Source: an optimization exercise on an open RTL-to-GDS flow (aim: small area, a short achievable clock period and few clock cycles per item). Production flows keep margins and buffers that such runs may drop. The RTL was checked by simulation tests, not by an equivalence proof against the original design. The clock input has no modelled driver; a real chip could not lean on it and would need a root buffer or a full tree. Power and IR drop assume default switching activity.

## flow/design.v (module list and top-level ports; edited modules follow where they fit)
// module shift_add_multiplier: 1102 lines
module shift_add_multiplier #(
    parameter OPERAND_WIDTH = 16
) (
    input logic i_clk,
    input logic i_reset,
    input logic i_operands_valid,
    input logic [OPERAND_WIDTH-1:0] i_operand_a,
    input logic [OPERAND_WIDTH-1:0] i_operand_b,
    output logic o_result_valid,
    output logic [OPERAND_WIDTH*2-1:0] o_result
);
  // ...
==> flow/flow/run.sh <==
#!/bin/bash
# Own layout flow: the standard flow (standard.sh: the standard synthesis
# and ORFS steps unchanged) with these settings:
#  - port buffers are sky130_fd_sc_hd__buf_2 cells instead of the delay cells
#    buffer_ports picks by default;
#  - clock tree: clkbuf_8 buffers and no dummy load cells;
set -euo pipefail
here=$(pwd)
bash standard.sh \
  "BUFFER_PORTS_ARGS=-buffer_cell sky130_fd_sc_hd__buf_2" \
  "CTS_ARGS=-sink_clustering_enable -repair_clock_nets -dont_use_dummy_load -buf_list sky130_fd_sc_hd__clkbuf_8" \
  "POST_CTS_TCL=$here/flow/post_cts.tcl" \
  "POST_GLOBAL_ROUTE_TCL=$here/flow/post_grt.tcl" \
  finish > standard_flow.log 2>&1
==> flow/flow/post_cts.tcl <==
source [file join [file dirname [info script]] sizer.tcl]
set sz_period [get_property [lindex [all_clocks] 0] period]
estimate_parasitics -placement
puts "sizer start: period [format %.3f [expr {$sz_period - [sz_wns]}]] area [format %.0f [sz_area]]"
sz_up $sz_period 60
sz_down 0.05
detailed_placement
check_placement -verbose
estimate_parasitics -placement
puts "sizer end: period [format %.3f [expr {$sz_period - [sz_wns]}]] area [format %.0f [sz_area]]"
==> flow/flow/post_grt.tcl <==
source [file join [file dirname [info script]] sizer.tcl]
global sz_par
set sz_par -global_routing
set sz_period [get_property [lindex [all_clocks] 0] period]
estimate_parasitics -global_routing
puts "sizer start: period [format %.3f [expr {$sz_period - [sz_wns]}]] area [format %.0f [sz_area]]"
global_route -start_incremental
sz_up $sz_period 40
sz_down 0.05
detailed_placement
global_route -end_incremental
check_placement -verbose
estimate_parasitics -global_routing
puts "sizer end: period [format %.3f [expr {$sz_period - [sz_wns]}]] area [format %.0f [sz_area]]"
==> flow/flow/sizer.tcl <==

global sz_fam sz_area_of sz_par

proc sz_base {name} {
  regsub {_[0-9]+$} $name "" b
  return $b
}

proc sz_wns {} {
  return [expr {[sta::worst_slack_cmd max] * 1e9}]
}

# replace_cell drops the parasitics of the nets on the cell; estimate them again
set sz_par -placement
proc sz_swap {iname cell} {
  global sz_par
  replace_cell $iname $cell
  estimate_parasitics $sz_par
}

proc sz_area {} {
  return [expr {[rsz::design_area] * 1e12}]
}

# families: base name -> list of lib cell names
set sz_fam [dict create]
set sz_area_of [dict create]
foreach lc [get_lib_cells *] {
  set n [get_name $lc]
  if {![string match sky130_fd_sc_hd__* $n]} { continue }
  if {[string match *lpflow* $n] || [string match *probe* $n]} { continue }
  dict lappend sz_fam [sz_base $n] $n
  dict set sz_area_of $n [get_property $lc area]
}

proc sz_alts {inst} {
  global sz_fam
  if {[string match clk* [get_full_name $inst]]} { return {} }
  set cur [get_property $inst ref_name]
  set b [sz_base $cur]
  if {![dict exists $sz_fam $b]} { return {} }
  if {[string match *clkbuf* $b] || [string match *clkinv* $b] || [string match *tap* $b] || [string match *fill* $b] || [string match *conb* $b]} { return {} }
  set r {}
  foreach n [dict get $sz_fam $b] { if {$n ne $cur} { lappend r $n } }
  return $r
}

proc sz_cost {period} {
  return [expr {[sz_area] * $period}]
}

proc sz_path_insts {pe} {
  set r {}
  foreach p [get_property $pe points] {
    set pin [get_property $p pin]
    if {[get_property $pin direction] ne "output"} { continue }
    set c [get_cells -quiet -of_objects $pin]
    if {$c eq ""} { continue }
    lappend r [get_full_name $c]
  }
  return [lsort -unique $r]
}

proc sz_endpoint_slack {ep} {
  set pe [find_timing_paths -to $ep -group_path_count 1]
  return [get_property $pe slack]
}

# upsizing along the worst path
proc sz_up {clk_period max_moves} {
  global sz_area_of
  set moves {}
  set best_cost [sz_cost [expr {$clk_period - [sz_wns]}]]
  set best_n 0
  set stall 0
  for {set it 0} {$it < $max_moves} {incr it} {
    set wns [sz_wns]
    set pe [find_timing_paths -group_path_count 1 -sort_by_slack]
    set ep [get_full_name [get_property $pe endpoint]]
    set eps [get_property $pe slack]
    set best {}
    set best_gain 0.0
    foreach iname [sz_path_insts $pe] {
      set inst [get_cells $iname]
      set cur [get_property $inst ref_name]
      foreach alt [sz_alts $inst] {
        sz_swap $iname $alt
        set nw [sz_wns]
        if {$nw >= $wns - 1e-4} {
          set ns [sz_endpoint_slack [get_pins $ep]]
          set da [expr {[dict get $sz_area_of $alt] - [dict get $sz_area_of $cur]}]
          set gain [expr {($ns - $eps) / (abs($da) + 1.0)}]
          if {$ns > $eps + 0.001 && $gain > $best_gain} {
            set best_gain $gain
            set best [list $iname $cur $alt]
          }
        }
        sz_swap $iname $cur
      }
    }
    if {$best eq {}} { break }
    sz_swap [lindex $best 0] [lindex $best 2]
    lappend moves $best
    set c [sz_cost [expr {$clk_period - [sz_wns]}]]
    if {$c < $best_cost - 1e-6} {
      set best_cost $c
      set best_n [llength $moves]
    }
  }
  # undo the moves after the best point
  for {set i [expr {[llength $moves] - 1}]} {$i >= $best_n} {incr i -1} {
    set m [lindex $moves $i]
    sz_swap [lindex $m 0] [lindex $m 1]
  }
  puts "sizer up: [llength $moves] moves tried, kept $best_n, period [format %.3f [expr {$clk_period - [sz_wns]}]] area [format %.0f [sz_area]]"
}

# downsizing cells whose change leaves the worst slack as it is
proc sz_through_slack {iname} {
  set pins [get_pins -quiet -of_objects [get_cells $iname] -filter "direction==output"]
  if {$pins eq ""} { return 1e9 }
  set pe [find_timing_paths -through $pins -group_path_count 1]
  if {$pe eq ""} { return 1e9 }
  return [get_property $pe slack]
}

proc sz_down {{guard 0.05}} {
  global sz_area_of
  set wns [sz_wns]
  set n 0
  set insts {}
  foreach inst [get_cells *] {
    if {[sz_alts $inst] eq {}} { continue }
    lappend insts [get_full_name $inst]
  }
  foreach iname $insts {
    set inst [get_cells $iname]
    set cur [get_property $inst ref_name]
    set ca [dict get $sz_area_of $cur]
    # smaller alternatives, smallest first
    set cands {}
    foreach alt [sz_alts $inst] {
      set a [dict get $sz_area_of $alt]
      if {$a < $ca} { lappend cands [list $a $alt] }
    }
    foreach c [lsort -real -index 0 $cands] {
      set alt [lindex $c 1]
      sz_swap $iname $alt
      if {[sz_wns] >= $wns - 1e-4 && [sz_through_slack $iname] >= $wns + $guard} {
        incr n
        break
      }
      sz_swap $iname $cur
    }
  }
  puts "sizer down: $n cells downsized, area [format %.0f [sz_area]]"
}
==> flow/standard.sh <==
#!/bin/bash
# synth_recipe.tcl (not shown) runs the flow's synth.tcl, then flattens the netlist and writes it again
# the make line also repeats each setting of config.mk as NAME=value (left out here)
make -C /OpenROAD-flow-scripts/flow DESIGN_CONFIG=/design/flow/config.mk WORK_HOME=/design/flow/orfs CLKGATE_MAP_FILE= SYNTH_SCRIPT=/design/flow/synth_recipe.tcl "${@:-finish}"
==> flow/config.mk <==
export PLATFORM = sky130hd
export DESIGN_NAME = shift_add_multiplier
export DESIGN_NICKNAME = shift_add_multiplier
export VERILOG_FILES = /design/flow/design.v
export SDC_FILE = /design/flow/constraint.sdc
export NUM_CORES = 4
export LEC_CHECK = 0
export ABC_AREA = 1
export CAP_MARGIN = 20
export CORE_MARGIN = 2
export CORE_UTILIZATION = 60
export PLACE_DENSITY = 0.7
export SETUP_SLACK_MARGIN = 3.5
export SLEW_MARGIN = 20
export TNS_END_PERCENT = 0
==> flow/constraint.sdc <==
create_clock -name core_clock -period 5.5 [get_ports {i_clk}]
set_input_delay 1.1000 -clock core_clock [delete_from_list [all_inputs] [get_ports {i_clk}]]
set_output_delay 1.1000 -clock core_clock [all_outputs]
set_load 0.01 [all_outputs]
==> impl_metrics.py, run 1 <==
metrics = {
    "sta": {
        "skew_ns": 0.02931,
        "timing.setup.tns_ns": 0,
        "hold_slack_ns": 0.4088,
        "slew_headroom": 0.7249,
    },
    "setup_path": {
        "crit_chain": "fa_1, ha_1, nand2_2, nor2_1, nand2_1, o21ai_2, nand2_1, nand3_1, nand2_1",
        "end_kind": "flop",
        "cp_top_family": "adder cells",
        "path_common_cell": "nand2_1",
        "required_ns": 5.86,
        "crit_slowest_cell": "fa_1",
        "r2r_cells": 9,
        "cp.depth": 9,
        "crit_start": "m_q[23]",
    },
    "finish": {
        "multi_input_area_share": 0.5789,
        "finalNonFillerCells": 1579,
        "n_all_inverters": 161,
        "reg_top3": "m_q (92), p_q (32), a_q (16)",
        "antenna_cells": 0,
        "nonClkBufAreaFrac": 0.03952,
    },
    "power": {
        "p_switching_mw": 3.816,
    },
    "clock_network": {
        "cts_tree": "done",
        "insertion_delay_ns": 0.47,
    },
    "logic_synthesis": {
        "synthesis.instances": 1273,
        "synth_compound_area_frac": 0.1161,
        "synth-xor-area-share": 0.1367,
        "ys_types": 43,
        "synth-edff-count": 0,
        "synth_area_leader_cell": "dfxtp_1",
        "synth_warnings": 1,
    },
    "route": {
        "drt_iter0_drc": 785,
        "first_pass_iters": 5,
        "wl_met3_um": 2627,
        "viasPerCell": 5.696,
    },
    "floorplanning": {
        "tap-cell-count": 229,
        "ioPinCount": 68,
    },
    "placement": {
        "postPlaceCellArea_um2": 11550,
    },
    "hold_path": {
        "whs_path_depth": 2,
    },
    "run_status": {
        "status": "no timing/DRC/antenna violations",
    },
}
Testbench counts, summed over its fixed seeds: cycles 40,012, items 40,000.
==> run 2, diff against run 1 <==
--- a/flow/flow/run.sh
+++ b/flow/flow/run.sh
@@ -4,6 +4,10 @@
 #  - port buffers are sky130_fd_sc_hd__buf_2 cells instead of the delay cells
 #    buffer_ports picks by default;
 #  - clock tree: clkbuf_8 buffers and no dummy load cells;
+#  - after global routing (flow/post_grt.tcl): gate sizing again with
+#    global-route parasitics.
+# standard.sh's full output goes to standard_flow.log; ORFS keeps each step's
+# log under orfs/logs/.
 set -euo pipefail
 here=$(pwd)
 bash standard.sh \
--- a/flow/flow/post_cts.tcl
+++ b/flow/flow/post_cts.tcl
@@ -1,5 +1,11 @@
+source [file join [file dirname [info script]] skew.tcl]
 source [file join [file dirname [info script]] sizer.tcl]
 set sz_period [get_property [lindex [all_clocks] 0] period]
+estimate_parasitics -placement
+puts "skew start: period [format %.3f [expr {$sz_period - [sz_wns]}]]"
+sk_apply {a_q* neg_q* one_q* two_q* b15_q* v0_q*} {p_q* v2_q*} sky130_fd_sc_hd__clkbuf_2
+sk_cleanup
+detailed_placement
 estimate_parasitics -placement
 puts "sizer start: period [format %.3f [expr {$sz_period - [sz_wns]}]] area [format %.0f [sz_area]]"
 sz_up $sz_period 60
--- a/flow/flow/sizer.tcl
+++ b/flow/flow/sizer.tcl
@@ -62,7 +62,9 @@
 }
 
 proc sz_endpoint_slack {ep} {
-  set pe [find_timing_paths -to $ep -group_path_count 1]
+  set obj [get_ports -quiet $ep]
+  if {$obj eq ""} { set obj [get_pins $ep] }
+  set pe [find_timing_paths -to $obj -group_path_count 1]
   return [get_property $pe slack]
 }
 
@@ -87,7 +89,7 @@
         sz_swap $iname $alt
         set nw [sz_wns]
         if {$nw >= $wns - 1e-4} {
-          set ns [sz_endpoint_slack [get_pins $ep]]
+          set ns [sz_endpoint_slack $ep]
           set da [expr {[dict get $sz_area_of $alt] - [dict get $sz_area_of $cur]}]
           set gain [expr {($ns - $eps) / (abs($da) + 1.0)}]
           if {$ns > $eps + 0.001 && $gain > $best_gain} {
==> flow/flow/skew.tcl (new file) <==
# Clock skew between pipeline stages (after clock tree synthesis).
# The input registers (the stage before the partial products) get their clock
# earlier, from buffers driven by the clock port, and the output registers get
# theirs later, through a delay cell: this moves time from the input paths and
# output paths, which have slack to spare, to the register-to-register stages.

proc sk_centroid {insts} {
  set sx 0; set sy 0; set n 0
  foreach i $insts {
    set loc [$i getLocation]
    set sx [expr {$sx + [lindex $loc 0]}]
    set sy [expr {$sy + [lindex $loc 1]}]
    incr n
  }
  return [list [expr {$sx / $n}] [expr {$sy / $n}]]
}

proc sk_flops {patterns} {
  set block [ord::get_db_block]
  set r {}
  foreach inst [$block getInsts] {
    set n [$inst getName]
    foreach p $patterns {
      if {[string match $p $n]} { lappend r $inst; break }
    }
  }
  return $r
}

# drive the CLK pins of insts from a new buffer (cell) whose input is net src
proc sk_rehang {insts src cell name} {
  set block [ord::get_db_block]
  set master [[ord::get_db] findMaster $cell]
  set buf [odb::dbInst_create $block $master $name]
  set net [odb::dbNet_create $block ${name}_net]
  $net setSigType CLOCK
  [$buf findITerm A] connect $src
  [$buf findITerm X] connect $net
  foreach i $insts {
    set it [$i findITerm CLK]
    $it disconnect
    $it connect $net
  }
  set c [sk_centroid $insts]
  $buf setLocation [lindex $c 0] [lindex $c 1]
  $buf setPlacementStatus PLACED
  return $buf
}

proc sk_apply {early_patterns late_patterns late_delay_cell} {
  set block [ord::get_db_block]
  set pnet [$block findNet i_clk]
  # the root clock buffer and its output net
  set root [[lindex [$pnet getITerms] 0] getInst]
  foreach it [$root getITerms] { if {[$it isOutputSignal]} { set rnet [$it getNet] } }
  # early: two buffers on the clock port, each for half the input registers
  set early [sk_flops $early_patterns]
  set early [lsort -command {apply {{a b} {expr {[lindex [$a getLocation] 0] - [lindex [$b getLocation] 0]}}}} $early]
  set h [expr {[llength $early] / 2}]
  sk_rehang [lrange $early 0 [expr {$h - 1}]] $pnet sky130_fd_sc_hd__clkbuf_16 clkskew_early_0
  sk_rehang [lrange $early $h end] $pnet sky130_fd_sc_hd__clkbuf_16 clkskew_early_1
  # late: root net -> delay cell -> two buffers -> output registers
  if {$late_delay_cell ne ""} {
    set master [[ord::get_db] findMaster $late_delay_cell]
    set d [odb::dbInst_create $block $master clkskew_late_d]
    set dnet [odb::dbNet_create $block clkskew_late_d_net]
    $dnet setSigType CLOCK
    [$d findITerm A] connect $rnet
    [$d findITerm X] connect $dnet
    set late [sk_flops $late_patterns]
    set late [lsort -command {apply {{a b} {expr {[lindex [$a getLocation] 0] - [lindex [$b getLocation] 0]}}}} $late]
    set h [expr {[llength $late] / 2}]
    sk_rehang [lrange $late 0 [expr {$h - 1}]] $dnet sky130_fd_sc_hd__clkbuf_16 clkskew_late_0
    sk_rehang [lrange $late $h end] $dnet sky130_fd_sc_hd__clkbuf_16 clkskew_late_1
    set c [sk_centroid $late]
    $d setLocation [lindex $c 0] [lindex $c 1]
    $d setPlacementStatus PLACED
  }
  global_connect
}

# remove clock buffers left without loads
proc sk_cleanup {} {
  set block [ord::get_db_block]
  foreach inst [$block getInsts] {
    if {![string match clkbuf_* [$inst getName]]} { continue }
    foreach it [$inst getITerms] {
      if {[$it isOutputSignal]} {
        set net [$it getNet]
        if {$net eq "NULL" || $net eq ""} { continue }
        set loads 0
        foreach x [$net getITerms] { if {[$x isInputSignal]} { incr loads } }
        if {$loads == 0} {
          puts "skew: removing [$inst getName] (no loads)"
          odb::dbInst_destroy $inst
          odb::dbNet_destroy $net
        }
      }
    }
  }
}
==> run 2 against run 1 <==
Wire length up 1.9%. Core utilization is 1.2 points higher. Cell count is 0.70% higher. Critical path depth is 8 lower. Setup slack gained 0.23 ns. Maximum frequency increased by 10%. Sequential cell count unchanged. Via count decreased by 0.21%. Largest cell class unchanged.
==> impl_metrics.py, run 2 <==
metrics = {
    "run_status": {
        "status": "no timing/DRC/antenna violations",
    },
    "logic_synthesis": {
        "yosysMostFrequentCell": "nand2_1",
        "synth_area_leader_cell": "dfxtp_1",
        "synth-edff-count": 0,
        "synth-xor-area-share": 0.1367,
        "synthSimpleGateAreaFrac": 0.1470,
        "synthArstFlopShare": 0,
        "synth_area_um2": 10950,
        "synthAdderAreaFrac": 0.2147,
        "syn-num-nets": 1446,
        "ys_types": 43,
        "synth_warnings": 1,
        "yosys-top-cells-count": "nand2_1, dfxtp_1, xor2_1",
        "synth_top_family_by_area": "adder cells",
        "ys.flop_type": "dfxtp_1",
        "yosysSeqAreaShare": 0.3054,
        "synthesis.instances": 1273,
        "synth_area_leaders": "dfxtp_1, fa_1, xor2_1",
        "synth_compound_area_frac": 0.1161,
        "synth_mux_area_frac": 0.007202,
        "synth_top_area_frac": 0.3054,
        "ys_ff_latch": 167,
        "syn_avg_cell_area_um2": 8.598,
    },
    "sta": {
        "hold_slack_ns": 0.1630,
        "timing.setup.tns_ns": 0,
        "slew_headroom": 0.7142,
        "setup_violations": 0,
        "max_freq_mhz": 457.2,
        "setup_ws_ns": 3.313,
        "tightestPinTransition_ns": 0.4272,
        "min_period_ns": 2.187,
        "skew_ns": 0.3349,
        "hold_viol": 0,
        "timing.final.crit_share": 0.3977,
        "slew_viol_final": 0,
    },
    "route": {
        "wl_per_cell_um": 18.39,
        "first_pass_iters": 5,
        "ant_nets": 0,
        "drt_iter0_drc": 863,
        "vias": 8975,
        "wl_um": 29240,
        "viasPerCell": 5.645,
        "drc": 0,
    },
    "floorplanning": {
        "core-area_um2": 17900,
        "row_count": 49,
        "fp.dieH_um": 139.1,
        "start_util": 0.6114,
        "die_area_um2": 19340,
        "ioPinCount": 68,
        "die_x_um": 139.1,
    },
    "grt": {
        "grt_max_degree": 28,
        "met3_usage": 0.06733,
        "grt_pass1_vias": 8790,
        "grt_usage": 0.3071,
        "use_met2": 0.5009,
        "globalRouteOverflowTotal": 0,
        "grt_antenna_before_repair": 0,
        "grt_pass1_wl_um": 45880,
        "busiest_layer": "met2",
        "use_met1": 0.3931,
    },
    "setup_path": {
        "critPathKind": "flop to output port",
        "end_kind": "output port",
        "slowest_delay_ns": 0.31,
        "crit_arrival_ns": 1.09,
        "crit_chain": "buf_2",
        "critPathLaunchType": "flop",
        "cp_top_family": "flip-flops",
        "crit_slowest_cell": "dfxtp_2",
        "required_ns": 4.40,
        "cp_num_buf_inv": 1,
        "worstPathMaxFanout": 1,
    },
    "finish": {
        "largest_register_ffs": 92,
        "reg_top3": "m_q (92), p_q (32), a_q (16)",
        "antenna_cells": 0,
        "num-nets-final": 1536,
        "final_area_um2": 12350,
        "regMostFlops": "m_q",
        "areaGrowthSynthToFinish_pct": 12.81,
        "drive_above_1_share": 0.1697,
        "layout_common_cells": "nand2_1, xor2_1, dfxtp_1, inv_1, o22ai_1",
        "layout_commonest_cell": "nand2_1",
    },
    "placement": {
        "place_congestion": 0.9691,
        "dp_slack_ns": 2.467,
        "numPortBuffers": 67,
        "dpl.hpwl_um": 20910,
        "postPlaceCellArea_um2": 11550,
    },
    "clock_network": {
        "clk_pin_slew_worst_paths_ns": 0.11,
        "clock-sinks": 167,
        "insertion_delay_ns": 0.48,
    },
    "power": {
        "power.density_nw_per_um2": 653.4,
        "vdd_drop_max_mv": 0.6016,
        "p_leak_nw": 5.758,
        "pwr-share-comb": 0.669,
        "intPower_mw": 4.089,
        "p_total_mw": 8.069,
        "p_switching_mw": 3.979,
        "pwr-share-clk": 0.101,
        "seqPwrFrac": 0.230,
        "switching_share": 0.4932,
    },
    "hold_path": {
        "min_path_type": "flop to flop",
    },
    "flow_run": {
        "max-cap-violations": 0,
    },
}
[run 2: cell counts after synthesis]
Identical to the previous run, type by type.
[run 2: metal layers]
metal  share of wire  up-vias
met5               0        -
met4           0.042        0
met3           0.082       94
met2            0.46      441
met1            0.42     4151
li1                -     4289
[run 2: power by group through the flow]
stage / registers (mW) / logic [mW] / clock network, mW
after floorplan: 1.90 / 3.70 / 0
after global placement: 1.87 / 4.90 / 0
after detailed placement: 1.89 / 4.96 / 0
final: 1.85 / 5.40 / 0.816
[run 2: logic make-up after synthesis]
| kind of cell | after synthesis |
|---|---|
| AOI/OAI and AO/OA | 210 |
| DFF | 167 |
| and+or+nand+nor | 375 |
| adders and majority gates | 138 |
| buffers and inverters | 206 |
| xor gates and xnor gates | 170 |
| muxes | 7 |
[run 2: metrics by stage]
step	utilization	cells
2_1_floorplan	-	1273
3_3_place_gp	0.6450	1523
3_5_place_dp	0.6450	1523
6_report	0.6898	1590
[run 2: worst paths after layout]
path	from	end	slack (ns)	cells after the start
setup / recovery	p_q[0]	o_result[0]	3.31	1
hold reg to reg	v0_q	v1_q	0.16	2
hold / removal	v0_q	v1_q	0.16	2
setup reg to reg	two_q[1]	m_q[31]	3.34	8
[run 2: layout make-up, clock buffers not listed]
cell class,instances,area (µm²)
fillers,1505,5554
multi-input cells,900,7108
repair buffers,112,534.3
flip-flops and latches,167,3392
inverters,159,686.9
plain buffers,5,105.1
repair inverters,2,15.01
well taps,229,286.5

afterwards: timing with drivers on the ports:
The flow's constraints put no driver on any port. The routed layouts listed below were extracted and timed again, unchanged, in two steps. Step 1 sets driving cells, clkbuf_16 on the clock port and buf_2 on the other inputs (assumed; they add their load-dependent delay and slew). Step 2, shift: input delay + t, output delay - t, t = (earliest + latest rising clock arrival at the registers) / 2. This alone moves slack from input paths to output paths. Slacks: no drivers / after step 1 / after step 2; pairs: no drivers / after step 1.
| run | t (ns) | setup slack, ns | clock arrival spread, ns | slew at the worst register clock pin (ns) | pins driven straight from the clock port |
|---|---|---|---|---|---|
| run 1 | 0.497 | 3.084 / 3.084 / 3.084 | 0.036 / 0.037 | 0.10 / 0.10 | 1 |
| run 2 | 0.460 | 3.313 / 3.245 / 3.344 | 0.505 / 0.505 | 0.11 / 0.11 | 3 |
Clock arrivals are far apart in run 2, so t is only a midpoint there and step 2 fits no single register.
